What follows belongs to an exercise in optimizing a design on an open flow for small area; a production flow would make more cautious choices. Function was not checked in any run shown here: the RTL went through the layout flow alone. No activity file was given, so power comes from the tool's default toggle rates.

**flow/config.mk**
```make
export PLATFORM = sky130hd
export DESIGN_NAME = total_fir
export DESIGN_NICKNAME = total_fir
export VERILOG_FILES = /design/flow/design.v
export SDC_FILE = /design/flow/constraint.sdc
export NUM_CORES = 4
export LEC_CHECK = 0
export CAP_MARGIN = 20
export CORE_MARGIN = 2
export CORE_UTILIZATION = 40
export CTS_BUF_LIST = sky130_fd_sc_hd__clkbuf_8
export CTS_CLUSTER_DIAMETER = 200
export CTS_CLUSTER_SIZE = 50
export SLEW_MARGIN = 20
export SYNTH_HIERARCHICAL = 1
export SYNTH_MINIMUM_KEEP_SIZE = 0
```
**flow/run.sh**
```bash
#!/bin/bash
# synth_recipe.tcl (not shown) runs the flow's synth.tcl, then flattens the netlist and writes it again
# the make line also repeats each setting of config.mk as NAME=value (left out here)
make -C /OpenROAD-flow-scripts/flow DESIGN_CONFIG=/design/flow/config.mk WORK_HOME=/design/flow/orfs CLKGATE_MAP_FILE= SYNTH_SCRIPT=/design/flow/synth_recipe.tcl finish
```
**flow/design.v**
```verilog
module total_fir(total_out, x_in, clk);
	input clk;
	input signed [7:0] x_in;
	output signed [15:0] total_out;
	reg [7:0] e0;
	reg [7:0] e1;
	reg [7:0] e2;
	reg [7:0] e3;
	reg [7:0] e4;
	reg [7:0] e5;
	reg [7:0] e6;
	reg [7:0] e7;
	reg [7:0] e8;
	reg [7:0] e9;
	reg [7:0] e10;
	reg [7:0] e11;
	reg [7:0] e12;
	reg [7:0] e13;
	reg [7:0] e14;
	reg [7:0] e15;
	reg [7:0] e16;
	reg [7:0] e17;
	reg r425;
	reg r426;
	reg r427;
	reg r494;
	reg r495;
	reg r552;
	reg r553;
	reg r554;
	reg r603;
	reg r636;
	reg r637;
	reg r638;
	reg r665;
	reg r680;
	reg r681;
	reg r688;
	reg r689;
	reg r692;
	reg r693;
	reg r698;
	reg r699;
	reg r700;
	reg r701;
	wire o5;
	wire o6;
	wire o7;
	wire o8;
	wire o16;
	wire w1;
	wire w2;
	wire w3;
	wire w4;
	wire w5;
	wire w6;
	wire w7;
	wire w8;
	wire w9;
	wire w10;
	wire w11;
	wire w12;
	wire w13;
	wire w14;
	wire w15;
	wire w16;
	wire w17;
	wire w18;
	wire w19;
	wire w20;
	wire w21;
	wire w22;
	wire w23;
	wire w24;
	wire w25;
	wire w26;
	wire w27;
	wire w28;
	wire w29;
	wire w30;
	wire w31;
	wire w32;
	wire w33;
	wire w34;
	wire w35;
	wire w36;
	wire w37;
	wire w38;
	wire w39;
	wire w40;
	wire w41;
	wire w42;
	wire w43;
	wire w44;
	wire w45;
	wire w46;
	wire w47;
	wire w48;
	wire w49;
	wire w50;
	wire w51;
	wire w52;
	wire w53;
	wire w54;
	wire w55;
	wire w56;
	wire w57;
	wire w58;
	wire w59;
	wire w60;
	wire w61;
	wire w62;
	wire w63;
	wire w64;
	wire w65;
	wire w66;
	wire w67;
	wire w68;
	wire w69;
	wire w70;
	wire w71;
	wire w72;
	wire w73;
	wire w74;
	wire w75;
	wire w76;
	wire w77;
	wire w78;
	wire w79;
	wire w80;
	wire w81;
	wire w82;
	wire w83;
	wire w84;
	wire w85;
	wire w86;
	wire w87;
	wire w88;
	wire w89;
	wire w90;
	wire w91;
	wire w92;
	wire w93;
	wire w94;
	wire w95;
	wire w96;
	wire w97;
	wire w98;
	wire w99;
	wire w100;
	wire w101;
	wire w102;
	wire w103;
	wire w104;
	wire w105;
	wire w106;
	wire w107;
	wire w108;
	wire w109;
	wire w110;
	wire w111;
	wire w112;
	wire w113;
	wire w114;
	wire w115;
	wire w116;
	wire w117;
	wire w118;
	wire w119;
	wire w120;
	wire w121;
	wire w122;
	wire w123;
	wire w124;
	wire w125;
	wire w126;
	wire w127;
	wire w128;
	wire w129;
	wire w130;
	wire w131;
	wire w132;
	wire w133;
	wire w134;
	wire w135;
	wire w136;
	wire w137;
	wire w138;
	wire w139;
	wire w140;
	wire w141;
	wire w142;
	wire w143;
	wire w144;
	wire w145;
	wire w146;
	wire w147;
	wire w148;
	wire w149;
	wire w150;
	wire w151;
	wire w152;
	wire w153;
	wire w154;
	wire w155;
	wire w156;
	wire w157;
	wire w158;
	wire w159;
	wire w160;
	wire w161;
	wire w162;
	wire w163;
	wire w164;
	wire w165;
	wire w166;
	wire w167;
	wire w168;
	wire w169;
	wire w170;
	wire w171;
	wire w172;
	wire w173;
	wire w174;
	wire w175;
	wire w176;
	wire w177;
	wire w178;
	wire w179;
	wire w180;
	wire w181;
	wire w182;
	wire w183;
	wire w184;
	wire w185;
	wire w186;
	wire w187;
	wire w188;
	wire w189;
	wire w190;
	wire w191;
	wire w192;
	wire w193;
	wire w194;
	wire w195;
	wire w196;
	wire w197;
	wire w198;
	wire w199;
	wire w200;
	wire w201;
	wire w202;
	wire w203;
	wire w204;
	wire w205;
	wire w206;
	wire w207;
	wire w208;
	wire w209;
	wire w210;
	wire w211;
	wire w212;
	wire w213;
	wire w214;
	wire w215;
	wire w216;
	wire w217;
	wire w218;
	wire w219;
	wire w220;
	wire w221;
	wire w222;
	wire w223;
	wire w224;
	wire w225;
	wire w226;
	wire w227;
	wire w228;
	wire w229;
	wire w230;
	wire w231;
	wire w232;
	wire w233;
	wire w234;
	wire w235;
	wire w236;
	wire w237;
	wire w238;
	wire w239;
	wire w240;
	wire w241;
	wire w242;
	wire w243;
	wire w244;
	wire w245;
	wire w246;
	wire w247;
	wire w248;
	wire w249;
	wire w250;
	wire w251;
	wire w252;
	wire w253;
	wire w254;
	wire w255;
	wire w256;
	wire w257;
	wire w258;
	wire w259;
	wire w260;
	wire w261;
	wire w262;
	wire w263;
	wire w264;
	wire w265;
	wire w266;
	wire w267;
	wire w268;
	wire w269;
	wire w270;
	wire w271;
	wire w272;
	wire w273;
	wire w274;
	wire w275;
	wire w276;
	wire w277;
	wire w278;
	wire w279;
	wire w280;
	wire w281;
	wire w282;
	wire w283;
	wire w284;
	wire w285;
	wire w286;
	wire w287;
	wire w288;
	wire w289;
	wire w290;
	wire w291;
	wire w292;
	wire w293;
	wire w294;
	wire w295;
	wire w296;
	wire w297;
	wire w298;
	wire w299;
	wire w300;
	wire w301;
	wire w302;
	wire w303;
	wire w304;
	wire w305;
	wire w306;
	wire w307;
	wire w308;
	wire w309;
	wire w310;
	wire w311;
	wire w312;
	wire w313;
	wire w314;
	wire w315;
	wire w316;
	wire w317;
	wire w318;
	wire w319;
	wire w320;
	wire w321;
	wire w322;
	wire w323;
	wire w324;
	wire w325;
	wire w326;
	wire w327;
	wire w328;
	wire w329;
	wire w330;
	wire w331;
	wire w332;
	wire w333;
	wire w334;
	wire w335;
	wire w336;
	wire w337;
	wire w338;
	wire w339;
	wire w340;
	wire w341;
	wire w342;
	wire w343;
	wire w344;
	wire w345;
	wire w346;
	wire w347;
	wire w348;
	wire w349;
	wire w350;
	wire w351;
	wire w352;
	wire w353;
	wire w354;
	wire w355;
	wire w356;
	wire w357;
	wire w358;
	wire w359;
	wire w360;
	wire w361;
	wire w362;
	wire w363;
	wire w364;
	wire w365;
	wire w366;
	wire w367;
	wire w368;
	wire w369;
	wire w370;
	wire w371;
	wire w372;
	wire w373;
	wire w374;
	wire w375;
	wire w376;
	wire w377;
	wire w378;
	wire w379;
	wire w380;
	wire w381;
	wire w382;
	wire w383;
	wire w384;
	wire w385;
	wire w386;
	wire w387;
	wire w388;
	wire w389;
	wire w390;
	wire w391;
	wire w392;
	wire w393;
	wire w394;
	wire w395;
	wire w396;
	wire w397;
	wire w398;
	wire w399;
	wire w400;
	wire w401;
	wire w402;
	wire w403;
	wire w404;
	wire w405;
	wire w406;
	wire w407;
	wire w408;
	wire w409;
	wire w410;
	wire w411;
	wire w412;
	wire w413;
	wire w414;
	wire w415;
	wire w416;
	wire w417;
	wire w418;
	wire w419;
	wire w420;
	wire w421;
	wire w422;
	wire w423;
	wire w424;
	wire w425;
	wire w426;
	wire w427;
	wire w428;
	wire w429;
	wire w430;
	wire w431;
	wire w432;
	wire w433;
	wire w434;
	wire w435;
	wire w436;
	wire w437;
	wire w438;
	wire w439;
	wire w440;
	wire w441;
	wire w442;
	wire w443;
	wire w444;
	wire w445;
	wire w446;
	wire w447;
	wire w448;
	wire w449;
	wire w450;
	wire w451;
	wire w452;
	wire w453;
	wire w454;
	wire w455;
	wire w456;
	wire w457;
	wire w458;
	wire w459;
	wire w460;
	wire w461;
	wire w462;
	wire w463;
	wire w464;
	wire w465;
	wire w466;
	wire w467;
	wire w468;
	wire w469;
	wire w470;
	wire w471;
	wire w472;
	wire w473;
	wire w474;
	wire w475;
	wire w476;
	wire w477;
	wire w478;
	wire w479;
	wire w480;
	wire w481;
	wire w482;
	wire w483;
	wire w484;
	wire w485;
	wire w486;
	wire w487;
	wire w488;
	wire w489;
	wire w490;
	wire w491;
	wire w492;
	wire w493;
	wire w494;
	wire w495;
	wire w496;
	wire w497;
	wire w498;
	wire w499;
	wire w500;
	wire w501;
	wire w502;
	wire w503;
	wire w504;
	wire w505;
	wire w506;
	wire w507;
	wire w508;
	wire w509;
	wire w510;
	wire w511;
	wire w512;
	wire w513;
	wire w514;
	wire w515;
	wire w516;
	wire w517;
	wire w518;
	wire w519;
	wire w520;
	wire w521;
	wire w522;
	wire w523;
	wire w524;
	wire w525;
	wire w526;
	wire w527;
	wire w528;
	wire w529;
	wire w530;
	wire w531;
	wire w532;
	wire w533;
	wire w534;
	wire w535;
	wire w536;
	wire w537;
	wire w538;
	wire w539;
	wire w540;
	wire w541;
	wire w542;
	wire w543;
	wire w544;
	wire w545;
	wire w546;
	wire w547;
	wire w548;
	wire w549;
	wire w550;
	wire w551;
	wire w552;
	wire w553;
	wire w554;
	wire w555;
	wire w556;
	wire w557;
	wire w558;
	wire w559;
	wire w560;
	wire w561;
	wire w562;
	wire w563;
	wire w564;
	wire w565;
	wire w566;
	wire w567;
	wire w568;
	wire w569;
	wire w570;
	wire w571;
	wire w572;
	wire w573;
	wire w574;
	wire w575;
	wire w576;
	wire w577;
	wire w578;
	wire w579;
	wire w580;
	wire w581;
	wire w582;
	wire w583;
	wire w584;
	wire w585;
	wire w586;
	wire w587;
	wire w588;
	wire w589;
	wire w590;
	wire w591;
	wire w592;
	wire w593;
	wire w594;
	wire w595;
	wire w596;
	wire w597;
	wire w598;
	wire w599;
	wire w600;
	wire w601;
	wire w602;
	wire w603;
	wire w604;
	wire w605;
	wire w606;
	wire w607;
	wire w608;
	wire w609;
	wire w610;
	wire w611;
	wire w612;
	wire w613;
	wire w614;
	wire w615;
	wire w616;
	wire w617;
	wire w618;
	wire w619;
	wire w620;
	wire w621;
	wire w622;
	wire w623;
	wire w624;
	wire w625;
	wire w626;
	wire w627;
	wire w628;
	wire w629;
	wire w630;
	wire w631;
	wire w632;
	wire w633;
	wire w634;
	wire w635;
	wire w636;
	wire w637;
	wire w638;
	wire w639;
	wire w640;
	wire w641;
	wire w642;
	wire w643;
	wire w644;
	wire w645;
	wire w646;
	wire w647;
	wire w648;
	wire w649;
	wire w650;
	wire w651;
	wire w652;
	wire w653;
	wire w654;
	wire w655;
	wire w656;
	wire w657;
	wire w658;
	wire w659;
	wire w660;
	wire w661;
	wire w662;
	wire w663;
	wire w664;
	wire w665;
	wire w666;
	wire w667;
	wire w668;
	wire w669;
	wire w670;
	wire w671;
	wire w672;
	wire w673;
	wire w674;
	wire w675;
	wire w676;
	wire w677;
	wire w678;
	wire w679;
	wire w680;
	wire w681;
	wire w682;
	wire w683;
	wire w684;
	wire w685;
	wire w686;
	wire w687;
	wire w688;
	wire w689;
	wire w690;
	wire w691;
	wire w692;
	wire w693;
	wire w694;
	wire w695;
	wire w696;
	wire w697;
	wire w698;
	wire w699;
	wire w700;
	wire w701;
	wire n1;
	wire n2;
	wire n3;
	wire n4;
	wire n5;
	wire n6;
	wire n7;
	wire n8;
	wire n9;
	wire n10;
	wire n11;
	wire n12;
	wire n13;
	wire n14;
	wire n15;
	wire n16;
	wire n17;
	wire n18;
	wire n19;
	wire n20;
	wire n21;
	wire n22;
	wire n23;
	wire n24;
	wire n25;
	wire n26;
	wire n27;
	wire n28;
	wire n29;
	wire n30;
	wire n31;
	wire n32;
	wire n33;
	wire n34;
	wire n35;
	wire n36;
	wire n37;
	wire n38;
	wire n39;
	wire n40;
	wire n41;
	wire n42;
	wire n43;
	wire n44;
	wire n45;
	wire n46;
	wire n47;
	wire n48;
	wire n49;
	wire n50;
	wire n51;
	wire n52;
	wire n53;
	wire n54;
	always @(posedge clk) begin
		e0 <= x_in;
		e1 <= e0;
		e2 <= e1 ^ 8'h80;
		e3 <= e2;
		e4 <= e3;
		e5 <= e4;
		e6 <= e5;
		e7 <= e6 ^ 8'h03;
		e8 <= e7;
		e9 <= e8;
		e10 <= e9 ^ 8'h80;
		e11 <= e10;
		e12 <= e11 ^ 8'h7c;
		e13 <= e12;
		e14 <= e13;
		e15 <= e14;
		e16 <= e15;
		e17 <= e16;
		r425 <= w352;
		r426 <= w423;
		r427 <= w354;
		r494 <= w424;
		r495 <= w492;
		r552 <= w491;
		r553 <= w550;
		r554 <= w493;
		r603 <= w601;
		r636 <= w600;
		r637 <= w634;
		r638 <= w602;
		r665 <= w663;
		r680 <= w678;
		r681 <= w664;
		r688 <= w686;
		r689 <= w679;
		r692 <= w685;
		r693 <= w687;
		r698 <= w157;
		r699 <= w213;
		r700 <= w279;
		r701 <= w353;
	end
	assign o5 = e5[0] | e5[1];
	assign o6 = e6[0] | e6[1];
	assign o7 = ~e7[0] | ~e7[1];
	assign o8 = ~e8[0] | ~e8[1];
	assign o16 = ~e16[0] | ~e16[1];
	assign n1 = ~e7[2];
	assign n2 = ~e7[3];
	assign n3 = ~e7[4];
	assign n4 = ~e7[5];
	assign n5 = ~e7[6];
	assign n6 = ~e7[7];
	assign n7 = ~e8[2];
	assign n8 = ~e8[3];
	assign n9 = ~e8[4];
	assign n10 = ~e8[5];
	assign n11 = ~e8[6];
	assign n12 = ~e8[7];
	assign n13 = ~e9[0];
	assign n14 = ~e9[1];
	assign n15 = ~e10[0];
	assign n16 = ~e10[1];
	assign n17 = ~e10[7];
	assign n18 = ~e10[2];
	assign n19 = ~e10[3];
	assign n20 = ~e10[4];
	assign n21 = ~e10[5];
	assign n22 = ~e10[6];
	assign n23 = ~e11[2];
	assign n24 = ~e11[3];
	assign n25 = ~e11[4];
	assign n26 = ~e11[5];
	assign n27 = ~e11[6];
	assign n28 = ~e11[0];
	assign n29 = ~e11[1];
	assign n30 = ~e11[7];
	assign n31 = ~e13[0];
	assign n32 = ~e13[1];
	assign n33 = ~e13[2];
	assign n34 = ~e13[3];
	assign n35 = ~e13[4];
	assign n36 = ~e13[5];
	assign n37 = ~e13[6];
	assign n38 = ~e13[7];
	assign n39 = ~e14[0];
	assign n40 = ~e14[1];
	assign n41 = ~e14[2];
	assign n42 = ~e14[3];
	assign n43 = ~e14[4];
	assign n44 = ~e14[5];
	assign n45 = ~e14[6];
	assign n46 = ~e14[7];
	assign n47 = ~e16[0];
	assign n48 = ~e16[1];
	assign n49 = ~e16[2];
	assign n50 = ~e16[3];
	assign n51 = ~e16[4];
	assign n52 = ~e16[5];
	assign n53 = ~e16[6];
	assign n54 = ~e16[7];
	assign w55 = ~(e3[0] ^ e4[1]);
	assign w56 = e3[0] | e4[1];
	fa uw57 (.a(e4[0]), .b(e5[0]), .c(e5[2]), .s(w57), .co(w58));
	fa uw59 (.a(e6[2]), .b(e7[2]), .c(e8[2]), .s(w59), .co(w60));
	fa uw61 (.a(e10[1]), .b(e11[1]), .c(e12[0]), .s(w61), .co(w62));
	fa uw63 (.a(e12[1]), .b(e13[0]), .c(e14[0]), .s(w63), .co(w64));
	fa uw65 (.a(e14[1]), .b(e17[2]), .c(n49), .s(w65), .co(w66));
	fa uw67 (.a(o5), .b(o6), .c(o7), .s(w67), .co(w68));
	fa uw69 (.a(o8), .b(o16), .c(w55), .s(w69), .co(w70));
	fa uw71 (.a(w57), .b(w59), .c(w61), .s(w71), .co(w72));
	fa uw73 (.a(w63), .b(w65), .c(w67), .s(w73), .co(w74));
	fa uw75 (.a(w69), .b(w71), .c(w73), .s(w75), .co(w76));
	fa uw77 (.a(e3[1]), .b(e4[0]), .c(e4[2]), .s(w77), .co(w78));
	fa uw79 (.a(e5[1]), .b(e5[3]), .c(e6[0]), .s(w79), .co(w80));
	fa uw81 (.a(e6[3]), .b(e7[3]), .c(e8[3]), .s(w81), .co(w82));
	fa uw83 (.a(e11[0]), .b(e12[1]), .c(e12[2]), .s(w83), .co(w84));
	fa uw85 (.a(e13[1]), .b(e13[0]), .c(e14[1]), .s(w85), .co(w86));
	fa uw87 (.a(e14[2]), .b(e15[0]), .c(e17[3]), .s(w87), .co(w88));
	fa uw89 (.a(n15), .b(n18), .c(n23), .s(w89), .co(w90));
	fa uw91 (.a(n47), .b(n50), .c(w56), .s(w91), .co(w92));
	fa uw93 (.a(w58), .b(w60), .c(w62), .s(w93), .co(w94));
	fa uw95 (.a(w64), .b(w77), .c(w79), .s(w95), .co(w96));
	fa uw97 (.a(w81), .b(w83), .c(w85), .s(w97), .co(w98));
	fa uw99 (.a(w87), .b(w66), .c(w89), .s(w99), .co(w100));
	fa uw101 (.a(w68), .b(w70), .c(w91), .s(w101), .co(w102));
	fa uw103 (.a(w72), .b(w93), .c(w95), .s(w103), .co(w104));
	fa uw105 (.a(w97), .b(w99), .c(w74), .s(w105), .co(w106));
	fa uw107 (.a(w101), .b(w103), .c(w76), .s(w107), .co(w108));
	ha uw109 (.a(w105), .b(w107), .s(w109), .co(w110));
	fa uw111 (.a(e2[0]), .b(e3[2]), .c(e4[1]), .s(w111), .co(w112));
	fa uw113 (.a(e4[3]), .b(e5[2]), .c(e5[0]), .s(w113), .co(w114));
	fa uw115 (.a(e5[4]), .b(e6[1]), .c(e6[4]), .s(w115), .co(w116));
	fa uw117 (.a(e7[0]), .b(e7[4]), .c(e8[4]), .s(w117), .co(w118));
	fa uw119 (.a(e11[1]), .b(e11[0]), .c(e12[2]), .s(w119), .co(w120));
	fa uw121 (.a(e12[0]), .b(e12[3]), .c(e13[2]), .s(w121), .co(w122));
	fa uw123 (.a(e13[1]), .b(e14[2]), .c(e14[3]), .s(w123), .co(w124));
	fa uw125 (.a(e15[1]), .b(e15[0]), .c(e17[0]), .s(w125), .co(w126));
	fa uw127 (.a(e17[4]), .b(n13), .c(n16), .s(w127), .co(w128));
	fa uw129 (.a(n19), .b(n24), .c(n48), .s(w129), .co(w130));
	fa uw131 (.a(n51), .b(w78), .c(w80), .s(w131), .co(w132));
	fa uw133 (.a(w82), .b(w84), .c(w86), .s(w133), .co(w134));
	fa uw135 (.a(w88), .b(w111), .c(w113), .s(w135), .co(w136));
	fa uw137 (.a(w115), .b(w117), .c(w119), .s(w137), .co(w138));
	fa uw139 (.a(w121), .b(w123), .c(w125), .s(w139), .co(w140));
	fa uw141 (.a(w90), .b(w127), .c(w129), .s(w141), .co(w142));
	fa uw143 (.a(w92), .b(w94), .c(w96), .s(w143), .co(w144));
	fa uw145 (.a(w98), .b(w131), .c(w133), .s(w145), .co(w146));
	fa uw147 (.a(w135), .b(w137), .c(w139), .s(w147), .co(w148));
	fa uw149 (.a(w100), .b(w141), .c(w102), .s(w149), .co(w150));
	fa uw151 (.a(w104), .b(w143), .c(w145), .s(w151), .co(w152));
	fa uw153 (.a(w147), .b(w106), .c(w149), .s(w153), .co(w154));
	fa uw155 (.a(w151), .b(w108), .c(w153), .s(w155), .co(w156));
	ha uw157 (.a(w110), .b(w155), .s(w157), .co(w158));
	fa uw159 (.a(e2[1]), .b(e2[0]), .c(e3[3]), .s(w159), .co(w160));
	fa uw161 (.a(e4[2]), .b(e4[4]), .c(e5[3]), .s(w161), .co(w162));
	fa uw163 (.a(e5[1]), .b(e5[5]), .c(e6[2]), .s(w163), .co(w164));
	fa uw165 (.a(e6[5]), .b(e7[1]), .c(e7[5]), .s(w165), .co(w166));
	fa uw167 (.a(e8[5]), .b(e10[2]), .c(e11[1]), .s(w167), .co(w168));
	fa uw169 (.a(e12[3]), .b(e12[1]), .c(e12[4]), .s(w169), .co(w170));
	fa uw171 (.a(e13[3]), .b(e13[2]), .c(e14[3]), .s(w171), .co(w172));
	fa uw173 (.a(e14[4]), .b(e15[2]), .c(e15[1]), .s(w173), .co(w174));
	fa uw175 (.a(e17[1]), .b(e17[5]), .c(n14), .s(w175), .co(w176));
	fa uw177 (.a(n20), .b(n23), .c(n25), .s(w177), .co(w178));
	fa uw179 (.a(n49), .b(n47), .c(n52), .s(w179), .co(w180));
	fa uw181 (.a(w112), .b(w114), .c(w116), .s(w181), .co(w182));
	fa uw183 (.a(w118), .b(w120), .c(w122), .s(w183), .co(w184));
	fa uw185 (.a(w124), .b(w126), .c(w159), .s(w185), .co(w186));
	fa uw187 (.a(w161), .b(w163), .c(w165), .s(w187), .co(w188));
	fa uw189 (.a(w167), .b(w169), .c(w171), .s(w189), .co(w190));
	fa uw191 (.a(w173), .b(w128), .c(w130), .s(w191), .co(w192));
	fa uw193 (.a(w175), .b(w177), .c(w179), .s(w193), .co(w194));
	fa uw195 (.a(w132), .b(w134), .c(w136), .s(w195), .co(w196));
	fa uw197 (.a(w138), .b(w140), .c(w181), .s(w197), .co(w198));
	fa uw199 (.a(w183), .b(w185), .c(w187), .s(w199), .co(w200));
	fa uw201 (.a(w189), .b(w142), .c(w191), .s(w201), .co(w202));
	fa uw203 (.a(w193), .b(w144), .c(w146), .s(w203), .co(w204));
	fa uw205 (.a(w148), .b(w195), .c(w197), .s(w205), .co(w206));
	fa uw207 (.a(w199), .b(w201), .c(w150), .s(w207), .co(w208));
	fa uw209 (.a(w152), .b(w203), .c(w205), .s(w209), .co(w210));
	fa uw211 (.a(w207), .b(w154), .c(w209), .s(w211), .co(w212));
	fa uw213 (.a(w156), .b(w158), .c(w211), .s(w213), .co(w214));
	fa uw215 (.a(e2[2]), .b(e2[1]), .c(e3[4]), .s(w215), .co(w216));
	fa uw217 (.a(e3[0]), .b(e4[3]), .c(e4[0]), .s(w217), .co(w218));
	fa uw219 (.a(e4[5]), .b(e5[4]), .c(e5[2]), .s(w219), .co(w220));
	fa uw221 (.a(e5[6]), .b(e6[3]), .c(e6[6]), .s(w221), .co(w222));
	fa uw223 (.a(e7[6]), .b(e8[6]), .c(e9[2]), .s(w223), .co(w224));
	fa uw225 (.a(e10[3]), .b(e10[0]), .c(e12[4]), .s(w225), .co(w226));
	fa uw227 (.a(e12[2]), .b(e12[0]), .c(e12[5]), .s(w227), .co(w228));
	fa uw229 (.a(e13[4]), .b(e13[3]), .c(e14[4]), .s(w229), .co(w230));
	fa uw231 (.a(e14[5]), .b(e15[3]), .c(e15[2]), .s(w231), .co(w232));
	fa uw233 (.a(e17[2]), .b(e17[6]), .c(n1), .s(w233), .co(w234));
	fa uw235 (.a(n21), .b(n24), .c(n23), .s(w235), .co(w236));
	fa uw237 (.a(n26), .b(n39), .c(n50), .s(w237), .co(w238));
	fa uw239 (.a(n48), .b(n53), .c(w160), .s(w239), .co(w240));
	fa uw241 (.a(w162), .b(w164), .c(w166), .s(w241), .co(w242));
	fa uw243 (.a(w168), .b(w170), .c(w172), .s(w243), .co(w244));
	fa uw245 (.a(w174), .b(w215), .c(w217), .s(w245), .co(w246));
	fa uw247 (.a(w219), .b(w221), .c(w223), .s(w247), .co(w248));
	fa uw249 (.a(w225), .b(w227), .c(w229), .s(w249), .co(w250));
	fa uw251 (.a(w231), .b(w176), .c(w178), .s(w251), .co(w252));
	fa uw253 (.a(w180), .b(w233), .c(w235), .s(w253), .co(w254));
	fa uw255 (.a(w237), .b(w182), .c(w184), .s(w255), .co(w256));
	fa uw257 (.a(w186), .b(w188), .c(w190), .s(w257), .co(w258));
	fa uw259 (.a(w239), .b(w241), .c(w243), .s(w259), .co(w260));
	fa uw261 (.a(w192), .b(w245), .c(w247), .s(w261), .co(w262));
	fa uw263 (.a(w249), .b(w194), .c(w251), .s(w263), .co(w264));
	fa uw265 (.a(w253), .b(w196), .c(w198), .s(w265), .co(w266));
	fa uw267 (.a(w255), .b(w200), .c(w257), .s(w267), .co(w268));
	fa uw269 (.a(w259), .b(w202), .c(w261), .s(w269), .co(w270));
	fa uw271 (.a(w263), .b(w204), .c(w206), .s(w271), .co(w272));
	fa uw273 (.a(w265), .b(w267), .c(w269), .s(w273), .co(w274));
	fa uw275 (.a(w208), .b(w210), .c(w271), .s(w275), .co(w276));
	fa uw277 (.a(w273), .b(w212), .c(w275), .s(w277), .co(w278));
	ha uw279 (.a(w214), .b(w277), .s(w279), .co(w280));
	assign w281 = ~(e2[3] ^ e2[2]);
	assign w282 = e2[3] | e2[2];
	fa uw283 (.a(e3[5]), .b(e3[1]), .c(e4[4]), .s(w283), .co(w284));
	fa uw285 (.a(e4[1]), .b(e4[6]), .c(e5[5]), .s(w285), .co(w286));
	fa uw287 (.a(e5[3]), .b(e5[7]), .c(e6[4]), .s(w287), .co(w288));
	fa uw289 (.a(e6[7]), .b(e7[7]), .c(e8[0]), .s(w289), .co(w290));
	fa uw291 (.a(e8[7]), .b(e9[3]), .c(e10[4]), .s(w291), .co(w292));
	fa uw293 (.a(e10[1]), .b(e12[5]), .c(e12[3]), .s(w293), .co(w294));
	fa uw295 (.a(e12[1]), .b(e12[6]), .c(e13[5]), .s(w295), .co(w296));
	fa uw297 (.a(e13[4]), .b(e14[5]), .c(e14[6]), .s(w297), .co(w298));
	fa uw299 (.a(e15[4]), .b(e15[3]), .c(e17[3]), .s(w299), .co(w300));
	fa uw301 (.a(e17[7]), .b(n2), .c(n22), .s(w301), .co(w302));
	fa uw303 (.a(n25), .b(n24), .c(n28), .s(w303), .co(w304));
	fa uw305 (.a(n27), .b(n31), .c(n40), .s(w305), .co(w306));
	fa uw307 (.a(n51), .b(n49), .c(n54), .s(w307), .co(w308));
	fa uw309 (.a(w281), .b(w216), .c(w218), .s(w309), .co(w310));
	fa uw311 (.a(w220), .b(w222), .c(w224), .s(w311), .co(w312));
	fa uw313 (.a(w226), .b(w228), .c(w230), .s(w313), .co(w314));
	fa uw315 (.a(w232), .b(w283), .c(w285), .s(w315), .co(w316));
	fa uw317 (.a(w287), .b(w289), .c(w291), .s(w317), .co(w318));
	fa uw319 (.a(w293), .b(w295), .c(w297), .s(w319), .co(w320));
	fa uw321 (.a(w299), .b(w234), .c(w236), .s(w321), .co(w322));
	fa uw323 (.a(w238), .b(w301), .c(w303), .s(w323), .co(w324));
	fa uw325 (.a(w305), .b(w307), .c(w240), .s(w325), .co(w326));
	fa uw327 (.a(w242), .b(w244), .c(w246), .s(w327), .co(w328));
	fa uw329 (.a(w248), .b(w250), .c(w309), .s(w329), .co(w330));
	fa uw331 (.a(w311), .b(w313), .c(w252), .s(w331), .co(w332));
	fa uw333 (.a(w315), .b(w317), .c(w319), .s(w333), .co(w334));
	fa uw335 (.a(w254), .b(w321), .c(w323), .s(w335), .co(w336));
	fa uw337 (.a(w256), .b(w258), .c(w260), .s(w337), .co(w338));
	fa uw339 (.a(w325), .b(w262), .c(w327), .s(w339), .co(w340));
	fa uw341 (.a(w329), .b(w264), .c(w331), .s(w341), .co(w342));
	fa uw343 (.a(w333), .b(w335), .c(w266), .s(w343), .co(w344));
	fa uw345 (.a(w268), .b(w337), .c(w339), .s(w345), .co(w346));
	fa uw347 (.a(w270), .b(w341), .c(w272), .s(w347), .co(w348));
	fa uw349 (.a(w343), .b(w345), .c(w274), .s(w349), .co(w350));
	fa uw351 (.a(w276), .b(w347), .c(w349), .s(w351), .co(w352));
	fa uw353 (.a(w278), .b(w351), .c(w280), .s(w353), .co(w354));
	assign w355 = ~(e2[4] ^ e2[3]);
	assign w356 = e2[4] | e2[3];
	fa uw357 (.a(e3[6]), .b(e3[2]), .c(e4[5]), .s(w357), .co(w358));
	fa uw359 (.a(e4[2]), .b(e4[7]), .c(e5[6]), .s(w359), .co(w360));
	fa uw361 (.a(e5[4]), .b(e6[5]), .c(e8[1]), .s(w361), .co(w362));
	fa uw363 (.a(e9[4]), .b(e10[5]), .c(e10[7]), .s(w363), .co(w364));
	fa uw365 (.a(e11[7]), .b(e12[6]), .c(e12[4]), .s(w365), .co(w366));
	fa uw367 (.a(e12[2]), .b(e12[7]), .c(e13[6]), .s(w367), .co(w368));
	fa uw369 (.a(e13[5]), .b(e14[6]), .c(e14[7]), .s(w369), .co(w370));
	fa uw371 (.a(e15[5]), .b(e15[4]), .c(e17[4]), .s(w371), .co(w372));
	fa uw373 (.a(n3), .b(n18), .c(n26), .s(w373), .co(w374));
	fa uw375 (.a(n25), .b(n29), .c(n32), .s(w375), .co(w376));
	fa uw377 (.a(n41), .b(n52), .c(n50), .s(w377), .co(w378));
	fa uw379 (.a(w282), .b(w355), .c(w284), .s(w379), .co(w380));
	fa uw381 (.a(w286), .b(w288), .c(w290), .s(w381), .co(w382));
	fa uw383 (.a(w292), .b(w294), .c(w296), .s(w383), .co(w384));
	fa uw385 (.a(w298), .b(w300), .c(w357), .s(w385), .co(w386));
	fa uw387 (.a(w359), .b(w361), .c(w363), .s(w387), .co(w388));
	fa uw389 (.a(w365), .b(w367), .c(w369), .s(w389), .co(w390));
	fa uw391 (.a(w371), .b(w302), .c(w304), .s(w391), .co(w392));
	fa uw393 (.a(w306), .b(w308), .c(w373), .s(w393), .co(w394));
	fa uw395 (.a(w375), .b(w377), .c(w310), .s(w395), .co(w396));
	fa uw397 (.a(w312), .b(w314), .c(w316), .s(w397), .co(w398));
	fa uw399 (.a(w318), .b(w320), .c(w379), .s(w399), .co(w400));
	fa uw401 (.a(w381), .b(w383), .c(w322), .s(w401), .co(w402));
	fa uw403 (.a(w385), .b(w387), .c(w389), .s(w403), .co(w404));
	fa uw405 (.a(w324), .b(w391), .c(w393), .s(w405), .co(w406));
	fa uw407 (.a(w326), .b(w328), .c(w330), .s(w407), .co(w408));
	fa uw409 (.a(w395), .b(w332), .c(w334), .s(w409), .co(w410));
	fa uw411 (.a(w397), .b(w399), .c(w401), .s(w411), .co(w412));
	fa uw413 (.a(w403), .b(w336), .c(w405), .s(w413), .co(w414));
	fa uw415 (.a(w338), .b(w340), .c(w407), .s(w415), .co(w416));
	fa uw417 (.a(w342), .b(w409), .c(w411), .s(w417), .co(w418));
	fa uw419 (.a(w413), .b(w344), .c(w346), .s(w419), .co(w420));
	fa uw421 (.a(w415), .b(w417), .c(w348), .s(w421), .co(w422));
	fa uw423 (.a(w419), .b(w350), .c(w421), .s(w423), .co(w424));
	fa uw428 (.a(r425), .b(r426), .c(r427), .s(w428), .co(w429));
	assign w430 = ~(e2[5] ^ e2[4]);
	assign w431 = e2[5] | e2[4];
	fa uw432 (.a(e3[7]), .b(e3[3]), .c(e4[6]), .s(w432), .co(w433));
	fa uw434 (.a(e4[3]), .b(e5[7]), .c(e5[5]), .s(w434), .co(w435));
	fa uw436 (.a(e6[6]), .b(e9[5]), .c(e10[6]), .s(w436), .co(w437));
	fa uw438 (.a(e11[2]), .b(e12[7]), .c(e12[5]), .s(w438), .co(w439));
	fa uw440 (.a(e12[3]), .b(e13[7]), .c(e13[6]), .s(w440), .co(w441));
	fa uw442 (.a(e14[7]), .b(e15[6]), .c(e15[5]), .s(w442), .co(w443));
	fa uw444 (.a(e17[5]), .b(n4), .c(n7), .s(w444), .co(w445));
	fa uw446 (.a(n19), .b(n27), .c(n26), .s(w446), .co(w447));
	fa uw448 (.a(n33), .b(n42), .c(n53), .s(w448), .co(w449));
	fa uw450 (.a(n51), .b(w356), .c(w430), .s(w450), .co(w451));
	fa uw452 (.a(w358), .b(w360), .c(w362), .s(w452), .co(w453));
	fa uw454 (.a(w364), .b(w366), .c(w368), .s(w454), .co(w455));
	fa uw456 (.a(w370), .b(w372), .c(w432), .s(w456), .co(w457));
	fa uw458 (.a(w434), .b(w436), .c(w438), .s(w458), .co(w459));
	fa uw460 (.a(w440), .b(w442), .c(w374), .s(w460), .co(w461));
	fa uw462 (.a(w376), .b(w378), .c(w444), .s(w462), .co(w463));
	fa uw464 (.a(w446), .b(w448), .c(w450), .s(w464), .co(w465));
	fa uw466 (.a(w380), .b(w382), .c(w384), .s(w466), .co(w467));
	fa uw468 (.a(w386), .b(w388), .c(w390), .s(w468), .co(w469));
	fa uw470 (.a(w452), .b(w454), .c(w392), .s(w470), .co(w471));
	fa uw472 (.a(w456), .b(w458), .c(w394), .s(w472), .co(w473));
	fa uw474 (.a(w460), .b(w462), .c(w464), .s(w474), .co(w475));
	fa uw476 (.a(w396), .b(w398), .c(w400), .s(w476), .co(w477));
	fa uw478 (.a(w466), .b(w402), .c(w404), .s(w478), .co(w479));
	fa uw480 (.a(w468), .b(w470), .c(w406), .s(w480), .co(w481));
	fa uw482 (.a(w472), .b(w474), .c(w408), .s(w482), .co(w483));
	fa uw484 (.a(w410), .b(w476), .c(w412), .s(w484), .co(w485));
	fa uw486 (.a(w478), .b(w414), .c(w480), .s(w486), .co(w487));
	fa uw488 (.a(w416), .b(w482), .c(w418), .s(w488), .co(w489));
	fa uw490 (.a(w484), .b(w486), .c(w420), .s(w490), .co(w491));
	fa uw492 (.a(w488), .b(w422), .c(w490), .s(w492), .co(w493));
	fa uw496 (.a(r494), .b(r495), .c(w429), .s(w496), .co(w497));
	fa uw498 (.a(e2[6]), .b(e2[5]), .c(e3[4]), .s(w498), .co(w499));
	fa uw500 (.a(e4[7]), .b(e4[4]), .c(e5[6]), .s(w500), .co(w501));
	fa uw502 (.a(e6[7]), .b(e9[6]), .c(e11[7]), .s(w502), .co(w503));
	fa uw504 (.a(e11[3]), .b(e12[6]), .c(e12[4]), .s(w504), .co(w505));
	fa uw506 (.a(e13[7]), .b(e15[7]), .c(e15[6]), .s(w506), .co(w507));
	fa uw508 (.a(e17[6]), .b(n5), .c(n8), .s(w508), .co(w509));
	fa uw510 (.a(n17), .b(n20), .c(n27), .s(w510), .co(w511));
	fa uw512 (.a(n34), .b(n43), .c(n54), .s(w512), .co(w513));
	fa uw514 (.a(n52), .b(w431), .c(w433), .s(w514), .co(w515));
	fa uw516 (.a(w435), .b(w437), .c(w439), .s(w516), .co(w517));
	fa uw518 (.a(w441), .b(w443), .c(w498), .s(w518), .co(w519));
	fa uw520 (.a(w500), .b(w502), .c(w504), .s(w520), .co(w521));
	fa uw522 (.a(w506), .b(w445), .c(w447), .s(w522), .co(w523));
	fa uw524 (.a(w449), .b(w508), .c(w510), .s(w524), .co(w525));
	fa uw526 (.a(w512), .b(w451), .c(w453), .s(w526), .co(w527));
	fa uw528 (.a(w455), .b(w457), .c(w459), .s(w528), .co(w529));
	fa uw530 (.a(w514), .b(w516), .c(w461), .s(w530), .co(w531));
	fa uw532 (.a(w518), .b(w520), .c(w463), .s(w532), .co(w533));
	fa uw534 (.a(w522), .b(w524), .c(w465), .s(w534), .co(w535));
	fa uw536 (.a(w467), .b(w469), .c(w526), .s(w536), .co(w537));
	fa uw538 (.a(w471), .b(w528), .c(w473), .s(w538), .co(w539));
	fa uw540 (.a(w530), .b(w532), .c(w475), .s(w540), .co(w541));
	fa uw542 (.a(w534), .b(w477), .c(w479), .s(w542), .co(w543));
	fa uw544 (.a(w536), .b(w481), .c(w538), .s(w544), .co(w545));
	fa uw546 (.a(w540), .b(w483), .c(w485), .s(w546), .co(w547));
	fa uw548 (.a(w542), .b(w487), .c(w544), .s(w548), .co(w549));
	fa uw550 (.a(w489), .b(w546), .c(w548), .s(w550), .co(w551));
	fa uw555 (.a(r552), .b(r553), .c(r554), .s(w555), .co(w556));
	ha uw557 (.a(w555), .b(w497), .s(w557), .co(w558));
	fa uw559 (.a(e2[7]), .b(e2[6]), .c(e3[5]), .s(w559), .co(w560));
	fa uw561 (.a(e4[5]), .b(e5[7]), .c(e9[7]), .s(w561), .co(w562));
	fa uw563 (.a(e11[7]), .b(e11[4]), .c(e12[7]), .s(w563), .co(w564));
	fa uw565 (.a(e12[5]), .b(e15[7]), .c(e17[7]), .s(w565), .co(w566));
	fa uw567 (.a(n6), .b(n9), .c(n21), .s(w567), .co(w568));
	fa uw569 (.a(n35), .b(n44), .c(n53), .s(w569), .co(w570));
	fa uw571 (.a(w499), .b(w501), .c(w503), .s(w571), .co(w572));
	fa uw573 (.a(w505), .b(w507), .c(w559), .s(w573), .co(w574));
	fa uw575 (.a(w561), .b(w563), .c(w565), .s(w575), .co(w576));
	fa uw577 (.a(w509), .b(w511), .c(w513), .s(w577), .co(w578));
	fa uw579 (.a(w567), .b(w569), .c(w515), .s(w579), .co(w580));
	fa uw581 (.a(w517), .b(w519), .c(w521), .s(w581), .co(w582));
	fa uw583 (.a(w571), .b(w523), .c(w573), .s(w583), .co(w584));
	fa uw585 (.a(w575), .b(w525), .c(w577), .s(w585), .co(w586));
	fa uw587 (.a(w527), .b(w529), .c(w579), .s(w587), .co(w588));
	fa uw589 (.a(w531), .b(w581), .c(w533), .s(w589), .co(w590));
	fa uw591 (.a(w583), .b(w585), .c(w535), .s(w591), .co(w592));
	fa uw593 (.a(w537), .b(w587), .c(w539), .s(w593), .co(w594));
	fa uw595 (.a(w589), .b(w591), .c(w541), .s(w595), .co(w596));
	fa uw597 (.a(w543), .b(w545), .c(w593), .s(w597), .co(w598));
	fa uw599 (.a(w595), .b(w547), .c(w549), .s(w599), .co(w600));
	fa uw601 (.a(w597), .b(w551), .c(w599), .s(w601), .co(w602));
	fa uw604 (.a(r603), .b(w556), .c(w558), .s(w604), .co(w605));
	assign w606 = ~(e2[7] ^ e3[6]);
	assign w607 = e2[7] | e3[6];
	fa uw608 (.a(e4[6]), .b(e11[5]), .c(e12[6]), .s(w608), .co(w609));
	fa uw610 (.a(n10), .b(n22), .c(n36), .s(w610), .co(w611));
	fa uw612 (.a(n45), .b(n54), .c(w606), .s(w612), .co(w613));
	fa uw614 (.a(w560), .b(w562), .c(w564), .s(w614), .co(w615));
	fa uw616 (.a(w566), .b(w608), .c(w568), .s(w616), .co(w617));
	fa uw618 (.a(w570), .b(w610), .c(w612), .s(w618), .co(w619));
	fa uw620 (.a(w572), .b(w574), .c(w576), .s(w620), .co(w621));
	fa uw622 (.a(w614), .b(w578), .c(w616), .s(w622), .co(w623));
	fa uw624 (.a(w618), .b(w580), .c(w582), .s(w624), .co(w625));
	fa uw626 (.a(w584), .b(w620), .c(w586), .s(w626), .co(w627));
	fa uw628 (.a(w622), .b(w588), .c(w624), .s(w628), .co(w629));
	fa uw630 (.a(w590), .b(w626), .c(w592), .s(w630), .co(w631));
	fa uw632 (.a(w594), .b(w628), .c(w630), .s(w632), .co(w633));
	fa uw634 (.a(w596), .b(w598), .c(w632), .s(w634), .co(w635));
	fa uw639 (.a(r636), .b(r637), .c(r638), .s(w639), .co(w640));
	ha uw641 (.a(w639), .b(w605), .s(w641), .co(w642));
	fa uw643 (.a(e3[7]), .b(e4[7]), .c(e10[7]), .s(w643), .co(w644));
	fa uw645 (.a(e11[6]), .b(e12[7]), .c(n11), .s(w645), .co(w646));
	fa uw647 (.a(n37), .b(n46), .c(w607), .s(w647), .co(w648));
	fa uw649 (.a(w609), .b(w643), .c(w611), .s(w649), .co(w650));
	fa uw651 (.a(w645), .b(w613), .c(w647), .s(w651), .co(w652));
	fa uw653 (.a(w615), .b(w617), .c(w649), .s(w653), .co(w654));
	fa uw655 (.a(w619), .b(w651), .c(w621), .s(w655), .co(w656));
	fa uw657 (.a(w623), .b(w653), .c(w625), .s(w657), .co(w658));
	fa uw659 (.a(w655), .b(w627), .c(w629), .s(w659), .co(w660));
	fa uw661 (.a(w657), .b(w631), .c(w659), .s(w661), .co(w662));
	fa uw663 (.a(w633), .b(w661), .c(w635), .s(w663), .co(w664));
	fa uw666 (.a(r665), .b(w640), .c(w642), .s(w666), .co(w667));
	fa uw668 (.a(n12), .b(n30), .c(n38), .s(w668), .co(w669));
	fa uw670 (.a(w644), .b(w646), .c(w668), .s(w670), .co(w671));
	fa uw672 (.a(w648), .b(w650), .c(w670), .s(w672), .co(w673));
	fa uw674 (.a(w652), .b(w654), .c(w672), .s(w674), .co(w675));
	fa uw676 (.a(w656), .b(w674), .c(w658), .s(w676), .co(w677));
	fa uw678 (.a(w660), .b(w676), .c(w662), .s(w678), .co(w679));
	fa uw682 (.a(r680), .b(r681), .c(w667), .s(w682), .co(w683));
	fa uw684 (.a(w669), .b(w671), .c(w673), .s(w684), .co(w685));
	fa uw686 (.a(w675), .b(w684), .c(w677), .s(w686), .co(w687));
	fa uw690 (.a(r688), .b(r689), .c(w683), .s(w690), .co(w691));
	fa uw694 (.a(r692), .b(r693), .c(w691), .s(w694), .co(w695));
	assign w696 = w695 ^ 1'b1;
	assign total_out[0] = ~r698;
	assign total_out[1] = ~r699;
	assign total_out[2] = ~r700;
	assign total_out[3] = ~r701;
	assign total_out[4] = ~w428;
	assign total_out[5] = ~w496;
	assign total_out[6] = ~w557;
	assign total_out[7] = ~w604;
	assign total_out[8] = ~w641;
	assign total_out[9] = ~w666;
	assign total_out[10] = ~w682;
	assign total_out[11] = ~w690;
	assign total_out[12] = ~w694;
	assign total_out[13] = ~w696;
	assign total_out[14] = ~w696;
	assign total_out[15] = ~w696;
endmodule
module fa(input a, input b, input c, output s, output co);
	assign s = a ^ b ^ c;
	assign co = (a & b) | (a & c) | (b & c);
endmodule
module ha(input a, input b, output s, output co);
	assign s = a ^ b;
	assign co = a & b;
endmodule
```
**flow/constraint.sdc**
```tcl
create_clock -name core_clock -period 5.0 [get_ports {clk}]
set_input_delay 1.0000 -clock core_clock [delete_from_list [all_inputs] [get_ports {clk}]]
set_output_delay 1.0000 -clock core_clock [all_outputs]
set_load 0.01 [all_outputs]
```
==> results of run 1 <==
[per-module statistics from Yosys, one instance, submodules excluded]
module / flops+latches / cells inside / times used
ha: 0 / 1 / 5
total_fir: 167 / 269 / 1
fa: 0 / 1 / 301
[synth_stat cells]
cell type,number,share of area (%)
buf_4,3,0.23
dfxtp_1,167,34
fa_1,301,61
ha_1,10,1.3
inv_1,89,3.4
nand2_1,3,0.11
or2_1,2,0.13
[critical path: stages (launching register included)]
cell and delay [ns]:
dfxtp_2 0.34, fa_2 0.38, fa_2 0.37, ha_4 0.17, fa_2 0.35, ha_4 0.17, fa_2 0.34, fa_2 0.35
fa_2 0.34, fa_2 0.52, inv_1 0.03, buf_2 0.13
[power by group through the flow]
stage / Sequential [mW] / Clock [mW] / Combinational [mW]
6_report: 1.83 / 1.05 / 5.81
5_1_grt: 1.86 / 1.13 / 6.86
4_1_cts: 1.84 / 1.08 / 6.09
3_5_place_dp: 1.87 / 0 / 6.05
3_3_place_gp: 1.86 / 0 / 5.93
2_1_floorplan: 1.82 / 0 / 4.13
[what timing repair did]
action	in CTS	in global routing
pin swaps	1	1
endpoints found under the setup margin	5	4
gates resized for setup	18	9
[metrics by stage]
stage / hold WS [ns] / instances / setup WS, ns / instance area, sq um / util (%)
global route: 0.3387 / 954 / -0.1165 / 10960 / 45.18
finish: 0.3269 / 954 / 0.02395 / 10960 / 45.18
CTS: 0.3334 / 954 / -0.1273 / 10950 / 45.17
detailed placement: 0.3121 / 922 / -0.2438 / 10510 / 43.35
floorplan: 0.3096 / 575 / 0.4943 / 9874 / -
global placement: 0.3115 / 922 / -0.1885 / 10510 / 43.35
[cells by family after synthesis]
group	count (synthesis)
buf+inv	92
fa+ha+maj	311
simple gates	5
flops	167
[cell type report]
| class | instances | area (sq um) | area share, % |
|---|---|---|---|
| Clock inverter | 13 | 158.9 | 1.450 |
| Inverter | 89 | 334.1 | 3.049 |
| Sequential cell | 167 | 3344 | 30.53 |
| Tap cell | 324 | 405.4 | 3.700 |
| Timing Repair Buffer | 26 | 234.0 | 2.136 |
| Clock buffer | 19 | 261.5 | 2.387 |
| Multi-Input combinational cell | 316 | 6217 | 56.75 |
[worst paths after layout]
path                            startpoint             to  slack [ns]  depth (start not counted)
worst min-delay path                 e1[0]          e2[0]        0.33                          0
worst min register to register       e1[0]          e2[0]        0.33                          0
worst max register to register      e12[1]           r701        0.33                          9
worst max-delay path                  r425  total_out[12]        0.02                         11
[per-layer routing]
metal	vias up	share of wire, %
met3	47	4.8
li1	1756	-
met4	0	4.7
met2	124	51
met1	2382	40
met5	-	0
==> results.yml, run 1 <==
yosys:
  ys_ff_latch: 167
  yosys.area_share.simple_pct: 0.2408
  synth_compound_area_share_pct: 0
  synth_area_sq_mm: 0.009874
  synthAdderAreaFrac_pct: 62.29
  ys_types: 7
  syn_nets: 895
  synthCells: 575
  seq_area_frac_synth_pct: 33.86
  avgSynthCellArea_sq_um: 17.17
  yosys_warnings: 7
  synth.area.mux_share_pct: 0
  synth_top_family_by_area: "adder cells"
  synth_xor_area_share_pct: 0
power_and_ir_drop:
  p_int_mw: 5.074
  swShare_pct: 41.66
  p_sw_mw: 3.623
  p_comb_share_pct: 66.8
  max-vdd-ir-drop_mv: 0.5705
  power.density_mw_per_mm2: 793.8
  fin_total_pwr_mw: 8.696
  p_leak_nw: 4.461
  seqPwrFrac_pct: 21.1
  pwr-share-clk_pct: 12.1
timing:
  worst_pin_slew_ns: 0.4284
  fin_skew_ns: 0.02090
  min_period_ns: 4.976
  relSlewSlack_pct: 71.40
  setup_violations: 0
  fmax_mhz: 201.0
  fin_setup_tns_ns: 0
  period_share_pct: 99.52
  drv_slew: 0
  rsz0062_at_grt: "yes"
  hold_violations: 0
global_route:
  grt_pass1_wl_mm: 33.90
  antenna_found_initial: 0
  met1_usage_pct: 24.22
  global_route.usage.met3_pct: 4.289
  grt_util_met2_pct: 30.49
  grt.overflow.total: 0
  grt_max_degree: 17
  globalRouteTotalUtil_pct: 18.80
  grt-busiest-layer: "met2"
  grt_pass1_vias: 5547
clocking:
  cts_sinks: 167
  clk_latency_ns: 0.48
  cts_inserted_buffers: 17
  h-tree-depth: 4
  cts.root.buffer_cell: "clkbuf_8"
  clockBufferDepth: 2
  ctsHoldBuffers: 0
  cts_tree: "built"
  post_cts_buffers: 0
  clk_pin_slew_ns: 0.10
die:
  placeableCoreArea_sq_mm: 0.02425
  ios: 25
  die_height_um: 161.1
  initial_core_util_pct: 40.72
  rows: 57
  dieArea_sq_mm: 0.02596
  die_x_um: 161.1
route:
  dr.first_iter.drc_count: 191
  dr_total_vias: 4309
  via_per_inst: 4.517
  detail_route.wirelength_mm: 21.61
  drc: 0
  ant_nets: 0
  first_pass_iters: 4
  wl_per_cell_um: 22.65
run:
  maxCapViolations: 0
layout:
  antenna_cells: 0
  final_cell_mix: "fa_1, dfxtp_1, inv_1, clkbuf_8, clkdlybuf4s50_1"
  fillers: 2155
  final_common_cell: "fa_1"
  area_delta_synth_final_pct: 10.95
  final_layout_size_suffix_gt1_share_pct: 7.619
  final_nets: 937
setup_path:
  crit_type: "reg -> out"
  crit_path_start_kind: "flop"
  crit_arrival_ns: 3.98
  timing.critical_path.to_type: "output pin"
  cp_max_fo: 1
  cp.required_ns: 4.00
placed_design:
  place_hpwl_mm: 19.45
  io_buffers: 24
  place.gp.congestion: 0.9157
worst_hold_path:
  hp-class: "reg -> reg"
outcome:
  status: "timing/DRC/antenna clean"
==> run 2, diff against run 1 <==
==> flow/flow/run.sh (new file) <==
#!/bin/bash
cp standard.sh standard.sh.txt
export CTS_ARGS="-sink_clustering_enable -repair_clock_nets -dont_use_dummy_load -buf_list sky130_fd_sc_hd__clkbuf_8"
export BUFFER_PORTS_ARGS="-buffer_cell sky130_fd_sc_hd__buf_1"
bash standard.sh > standard.log 2>&1
==> flow/standard.sh (new file) <==
#!/bin/bash
# synth_recipe.tcl (not shown) runs the flow's synth.tcl, then flattens the netlist and writes it again
# the make line also repeats each setting of config.mk as NAME=value (left out here)
make -C /OpenROAD-flow-scripts/flow DESIGN_CONFIG=/design/flow/config.mk WORK_HOME=/design/flow/orfs CLKGATE_MAP_FILE= SYNTH_SCRIPT=/design/flow/synth_recipe.tcl "${@:-finish}"
--- a/flow/config.mk
+++ b/flow/config.mk
@@ -8,9 +8,6 @@
 export CAP_MARGIN = 20
 export CORE_MARGIN = 2
 export CORE_UTILIZATION = 40
-export CTS_BUF_LIST = sky130_fd_sc_hd__clkbuf_8
-export CTS_CLUSTER_DIAMETER = 200
-export CTS_CLUSTER_SIZE = 50
 export SLEW_MARGIN = 20
 export SYNTH_HIERARCHICAL = 1
 export SYNTH_MINIMUM_KEEP_SIZE = 0
removed: flow/run.sh
==> results.yml, run 2 <==
outcome:
  status: "timing/DRC/antenna clean"
global_route:
  grt_max_degree: 19
  globalRouteTotalUtil_pct: 18.69
  antenna_found_initial: 0
  grt_pass1_wl_mm: 34.07
  grt_pass1_vias: 5537
  grt.overflow.total: 0
power_and_ir_drop:
  p_int_mw: 4.688
  pwr-share-clk_pct: 9.0
  seqPwrFrac_pct: 22.4
  p_comb_share_pct: 68.6
  p_sw_mw: 3.506
  power.density_mw_per_mm2: 771.4
  max-vdd-ir-drop_mv: 0.5146
  p_leak_nw: 4.299
  swShare_pct: 42.79
layout:
  antenna_cells: 0
  final_nets: 936
  final_common_cell: "fa_1"
  area_delta_synth_final_pct: 7.564
  final_layout_size_suffix_gt1_share_pct: 4.560
  final_cell_mix: "fa_1, dfxtp_1, inv_1, buf_1, clkbuf_8"
placed_design:
  post-place-ws_ns: 0.1668
  place_hpwl_mm: 19.41
  io_buffers: 24
  place.gp.congestion: 0.9107
yosys:
  seq_area_frac_synth_pct: 33.86
  avgSynthCellArea_sq_um: 17.17
  ys_types: 7
  synthTopCellsByCount: "fa_1, dfxtp_1, inv_1"
  synth_area_sq_mm: 0.009874
  synthCells: 575
  yosysTopAreaCell: "fa_1"
  synthTopCellsByArea: "fa_1, dfxtp_1, inv_1"
  synth_edf_count: 0
  ys_ff_latch: 167
  synthMostInstantiatedCell: "fa_1"
  synth_ff_type: "dfxtp_1"
  yosys_warnings: 7
  syn_nets: 895
  async_flop_share_pct: 0
  synth_top_area_share_pct: 61.02
die:
  ios: 25
  die_x_um: 161.1
  die_height_um: 161.1
  initial_core_util_pct: 40.72
  placeableCoreArea_sq_mm: 0.02425
  dieArea_sq_mm: 0.02596
  rows: 57
clocking:
  post_cts_buffers: 0
  clk_latency_ns: 0.46
  cts.root.buffer_cell: "clkbuf_8"
  ctsHoldBuffers: 0
  clockBufferDepth: 2
  cts_sinks: 167
  cts_tree: "built"
  cts_inserted_buffers: 17
  h-tree-depth: 4
  clk_pin_slew_ns: 0.08
timing:
  fmax_mhz: 204.5
  fin_skew_ns: 0.02625
  period_share_pct: 97.78
  drv_slew: 0
  relSlewSlack_pct: 70.89
  hold_violations: 0
  setup_violations: 0
  worst_slack_ns: 0.1108
  worst_pin_slew_ns: 0.4361
  fin_setup_tns_ns: 0
  rsz0062_at_grt: "yes"
  min_period_ns: 4.889
route:
  detail_route.wirelength_mm: 21.46
  wl_per_cell_um: 22.88
  dr_total_vias: 4263
  via_per_inst: 4.545
  drc: 0
  first_pass_iters: 4
  dr.first_iter.drc_count: 284
  ant_nets: 0
setup_path:
  cp.required_ns: 4.00
  crit_path_start_kind: "flop"
  critPathMaxStageDelay_ns: 0.49
  worstPathCellList: "fa_2 > fa_2 > ha_4 > fa_2 > ha_2 > fa_2 > fa_2 > fa_2 > fa_1 > inv_1 > buf_2"
  crit_arrival_ns: 3.89
  cpMostUsedCell: "fa_2"
  timing.critical_path.to_type: "output pin"
  critPathSlowestCell: "fa_1"
  cp_max_fo: 1
  crit_type: "reg -> out"
worst_hold_path:
  hp-class: "reg -> reg"
run:
  maxCapViolations: 0
[run 2: cell count changes in the layout (fill, tap and decap cells not counted), sizes merged]
cell / previous run / this run
buf: 4 / 25
clkdlybuf4s50: 19 / 0
inv: 96 / 89
clkbuf: 21 / 17
clkinv: 3 / 0
bufinv: 2 / 0
clkinvlp: 1 / 0
dlygate4sd2: 1 / 0
[run 2: kinds of logic after synthesis]
family,share of synthesized area [%]
DFF,33.86
adders and majority gates,62.29
and+or+nand+nor,0.2407
buffers and inverters,3.611
[run 2: what timing repair did]
action,4_1_cts,5_1_grt
gates cloned,0,0
endpoints found under the setup margin,4,4
gates resized for setup,8,3
endpoints found under the hold margin,0,0
[run 2: area by class of cell]
type	count	area [sq um]
clock buffer	17	234.0
fill	2172	13630
inverter	89	334.1
multi-input combinational	316	6205
sequential	167	3344
tap	324	405.4
timing repair buffer	25	98.84
[run 2: per-module statistics from Yosys (local to each module, per instance)]
module,copies in the design,cell area [sq um],flip-flops and latches,cells
total_fir,1,3786,167,269
fa,301,20.02,0,1
ha,5,12.51,0,1
[run 2: power by group through the flow]
stage	combinational [mW]	sequential [mW]	clock [mW]
floorplan	4.13	1.82	0
global placement	5.74	1.86	0
detailed placement	5.86	1.87	0
CTS	5.93	1.84	0.764
global route	6.76	1.86	0.816
finish	5.62	1.84	0.737
[run 2: final timing paths]
check,startpoint,slack (ns),cells past startpoint,endpoint
min,e0[1],0.33,0,e1[1]
max,r425,0.11,11,total_out[12]
max reg2reg,e12[1],0.40,9,r701
min reg2reg,e0[1],0.33,0,e1[1]
[run 2: worst max-delay path: cells and delay by family, from the launching register on]
kind       cells  cell delay (ns)
buf+inv        2             0.17
fa+ha+maj      9             2.95
flops          1             0.33
[run 2: metrics by stage]
step	cell area, sq um	util [%]	cells	hold slack [ns]	power, mW
finish	10620	43.80	938	0.3311	8.194
global route	10620	43.80	938	0.3372	9.442
CTS	10610	43.75	938	0.3329	8.535
detailed placement	10350	42.70	921	0.3121	7.727
global placement	10350	42.70	921	0.3117	7.605
floorplan	9874	-	575	0.3096	5.955
[run 2: metal layers]
metal | GRT usage [%] | vias to the layer above | wire (um) | share of wire, %
met5 | 0 | - | 0 | 0
met1 | 25.16 | 2399 | 8720 | 41
met3 | 4.314 | 25 | 992 | 4.6
li1 | - | 1737 | - | -
met4 | 6.088 | 0 | 623 | 2.9
met2 | 30.41 | 102 | 11120 | 52
==> run 3, diff against run 2 <==
==> flow/flow/run.sh (replaced) <==
#!/bin/bash
# The standard layout (standard.sh), with ORFS variables set for two steps:
# clock tree synthesis without dummy balancing loads, and port buffers of the smallest buffer.
export CTS_ARGS="-sink_clustering_enable -repair_clock_nets -dont_use_dummy_load -buf_list sky130_fd_sc_hd__clkbuf_16 -sink_clustering_size 40 -sink_clustering_max_diameter 300"
export BUFFER_PORTS_ARGS="-buffer_cell sky130_fd_sc_hd__buf_1"
bash standard.sh > standard.log 2>&1
==> results.yml, run 3 <==
outcome:
  status: "timing/DRC/antenna clean"
layout:
  final_layout_size_suffix_gt1_share_pct: 4.397
  fillers: 2157
  ff_latch_area_sq_mm: 0.003343
  layoutNonFillerInstCount: 938
  antenna_cells: 0
  final_common_cell: "fa_1"
  stdcell_area_sq_mm: 0.01081
  area_delta_synth_final_pct: 9.490
  final_nets: 936
  multiInputGateArea_sq_mm: 0.006205
  final_cell_mix: "fa_1, dfxtp_1, inv_1, buf_1, clkbuf_16"
clocking:
  clk_pin_slew_ns: 0.06
  clk_latency_ns: 0.42
  clockBufferDepth: 2
  cts.root.buffer_cell: "clkbuf_16"
  h-tree-depth: 4
  cts_tree: "built"
  ctsHoldBuffers: 0
  cts_sinks: 167
  cts_inserted_buffers: 17
placed_design:
  io_buffers: 24
  place_hpwl_mm: 19.41
  placed_cell_area_sq_mm: 0.01035
  post-place-cells: 921
  place.gp.congestion: 0.9107
timing:
  rsz0062_at_grt: "yes"
  setup_violations: 0
  relSlewSlack_pct: 70.43
  drv_slew: 0
  period_share_pct: 97.20
  min_period_ns: 4.860
  hold_violations: 0
  whs_ns: 0.3260
  fin_setup_tns_ns: 0
  fin_skew_ns: 0.02051
  fmax_mhz: 205.8
  worst_pin_slew_ns: 0.4430
global_route:
  grt_pass1_vias: 5609
  antenna_found_initial: 0
  grt_max_degree: 19
  globalRouteTotalUtil_pct: 18.89
  grt.overflow.total: 0
  grt_pass1_wl_mm: 34.49
setup_path:
  worstPathCellList: "fa_2 > fa_2 > ha_4 > fa_2 > ha_2 > fa_2 > fa_2 > fa_2 > fa_1 > inv_1 > buf_2"
  crit_type: "reg -> out"
  timing.critical_path.to_type: "output pin"
  crit_buf_inv: 2
  cp_max_fo: 1
  critPathMaxStageDelay_ns: 0.49
  critPathSlowestCell: "fa_1"
  crit_path_start_kind: "flop"
  crit_arrival_ns: 3.86
  critical-path-top-delay-family: "adder cells"
  cp.required_ns: 4.00
  cpMostUsedCell: "fa_2"
route:
  first_pass_iters: 5
  ant_nets: 0
  via_per_inst: 4.579
  drc: 0
  wl_per_cell_um: 23.22
  dr_total_vias: 4295
  dr.first_iter.drc_count: 287
  detail_route.wirelength_mm: 21.78
yosys:
  async_flop_share_pct: 0
  synth_top_area_share_pct: 61.02
  synth_area_sq_mm: 0.009874
  yosysTopAreaCell: "fa_1"
  ys_types: 7
  synthMostInstantiatedCell: "fa_1"
  synthTopCellsByCount: "fa_1, dfxtp_1, inv_1"
  yosys_warnings: 7
  synth_edf_count: 0
  avgSynthCellArea_sq_um: 17.17
  seq_area_frac_synth_pct: 33.86
  syn_nets: 895
  synthCells: 575
  synthTopCellsByArea: "fa_1, dfxtp_1, inv_1"
  synth_ff_type: "dfxtp_1"
  ys_ff_latch: 167
run:
  maxCapViolations: 0
die:
  die_height_um: 161.1
  initial_core_util_pct: 40.72
  die_x_um: 161.1
  placeableCoreArea_sq_mm: 0.02425
  ios: 25
  rows: 57
  dieArea_sq_mm: 0.02596
power_and_ir_drop:
  max-vdd-ir-drop_mv: 0.5151
  power.density_mw_per_mm2: 790.6
  p_leak_nw: 4.387
worst_hold_path:
  hp-class: "reg -> reg"
-- run 3: cell counts after synthesis --
Identical to the previous run, type by type.
-- run 3: logic make-up after synthesis --
logic type / Yosys count / share of synthesized area, %
fa+ha+maj: 311 / 62.29
buf+inv: 92 / 3.611
flops: 167 / 33.86
simple gates: 5 / 0.2407
-- run 3: worst register-to-register path, cell delays in order, from the launching register on --
cell and delay (ns):
dfxtp_1 0.55, fa_1 0.52, fa_1 0.44, fa_1 0.50, fa_1 0.41, fa_1 0.47
fa_1 0.53, fa_1 0.41, ha_1 0.23, fa_1 0.43
-- run 3: per-layer routing --
metal  up-vias  global-route usage (%)  wire, um
met5         -                       0         0
met1      2410                   25.39      8729
met3        38                   3.801      1009
li1       1734                       -         -
met4         0                   8.685      1028
met2       113                   30.00     11020
-- run 3: path summary, 6_finish.rpt --
check,from,end,slack [ns],depth (start not counted)
setup / recovery,r425,total_out[12],0.14,11
hold / removal,e1[1],e2[1],0.33,0
setup reg to reg,e12[1],r701,0.39,9
hold reg to reg,e1[1],e2[1],0.33,0
-- run 3: modules after synthesis, one instance, submodules excluded --
module / cells inside / flops+latches / times used / area [sq um]
fa: 1 / 0 / 301 / 20.02
ha: 1 / 0 / 5 / 12.51
total_fir: 269 / 167 / 1 / 3786
-- run 3: where the power goes --
| part | internal [mW] | total (mW) | switching [mW] |
|---|---|---|---|
| clock network | 0.590 | 1.07 | 0.479 |
| logic | 2.70 | 5.64 | 2.94 |
| registers | 1.70 | 1.84 | 0.138 |
| total | 4.99 | 8.55 | 3.56 |
-- run 3: per-stage QoR --
step	util, %	power [mW]	worst slack, ns
2_1_floorplan	-	5.955	0.4943
3_5_place_dp	42.70	7.727	0.1668
5_1_grt	44.59	9.787	-0.01759
6_report	44.59	8.548	0.1398
4_1_cts	44.54	8.882	0.05637
3_3_place_gp	42.70	7.605	0.1799
-- run 3: cell type report --
type | instances | share of cell area, %
multi-input cells | 316 | 57.39
well taps | 324 | 3.750
repair buffers | 25 | 0.9142
inverters | 89 | 3.090
flip-flops and latches | 167 | 30.92
clock buffers | 17 | 3.935
-- run 3: what timing repair did --
| action | in CTS | in global routing |
|---|---|---|
| buffers inserted | 0 | 0 |
| resized for setup | 8 | 2 |
| setup endpoints to repair | 4 | 1 |

==> afterwards: timing with drivers on the ports <==
The flow's constraints put no driver on any port. The routed layouts listed below were extracted and timed again, unchanged, in two steps.
Step 1 assumes that a clkbuf_16 drives the clock port and a buf_2 every other input.
Step 2 times the ports against the registers' clock, not the clock port: input delays grow and output delays shrink by t, the midpoint of the rising clock arrivals with the driver on.
a / b / c = ideal ports / drivers / drivers and shift; a / b = the first two.
| run | t (ns) | setup WS [ns] | hold WS [ns] | worst setup path after step 2 |
|---|---|---|---|---|
| run 1 | 0.514 | 0.024 / -0.015 / 0.334 | 0.327 / 0.327 / 0.327 | register to register |
| run 2 | 0.480 | 0.111 / 0.074 / 0.399 | 0.331 / 0.331 / 0.331 | register to register |
| run 3 | 0.457 | 0.140 / 0.098 / 0.392 | 0.326 / 0.326 / 0.326 | register to register |
After both steps setup and hold are still met in every run listed.
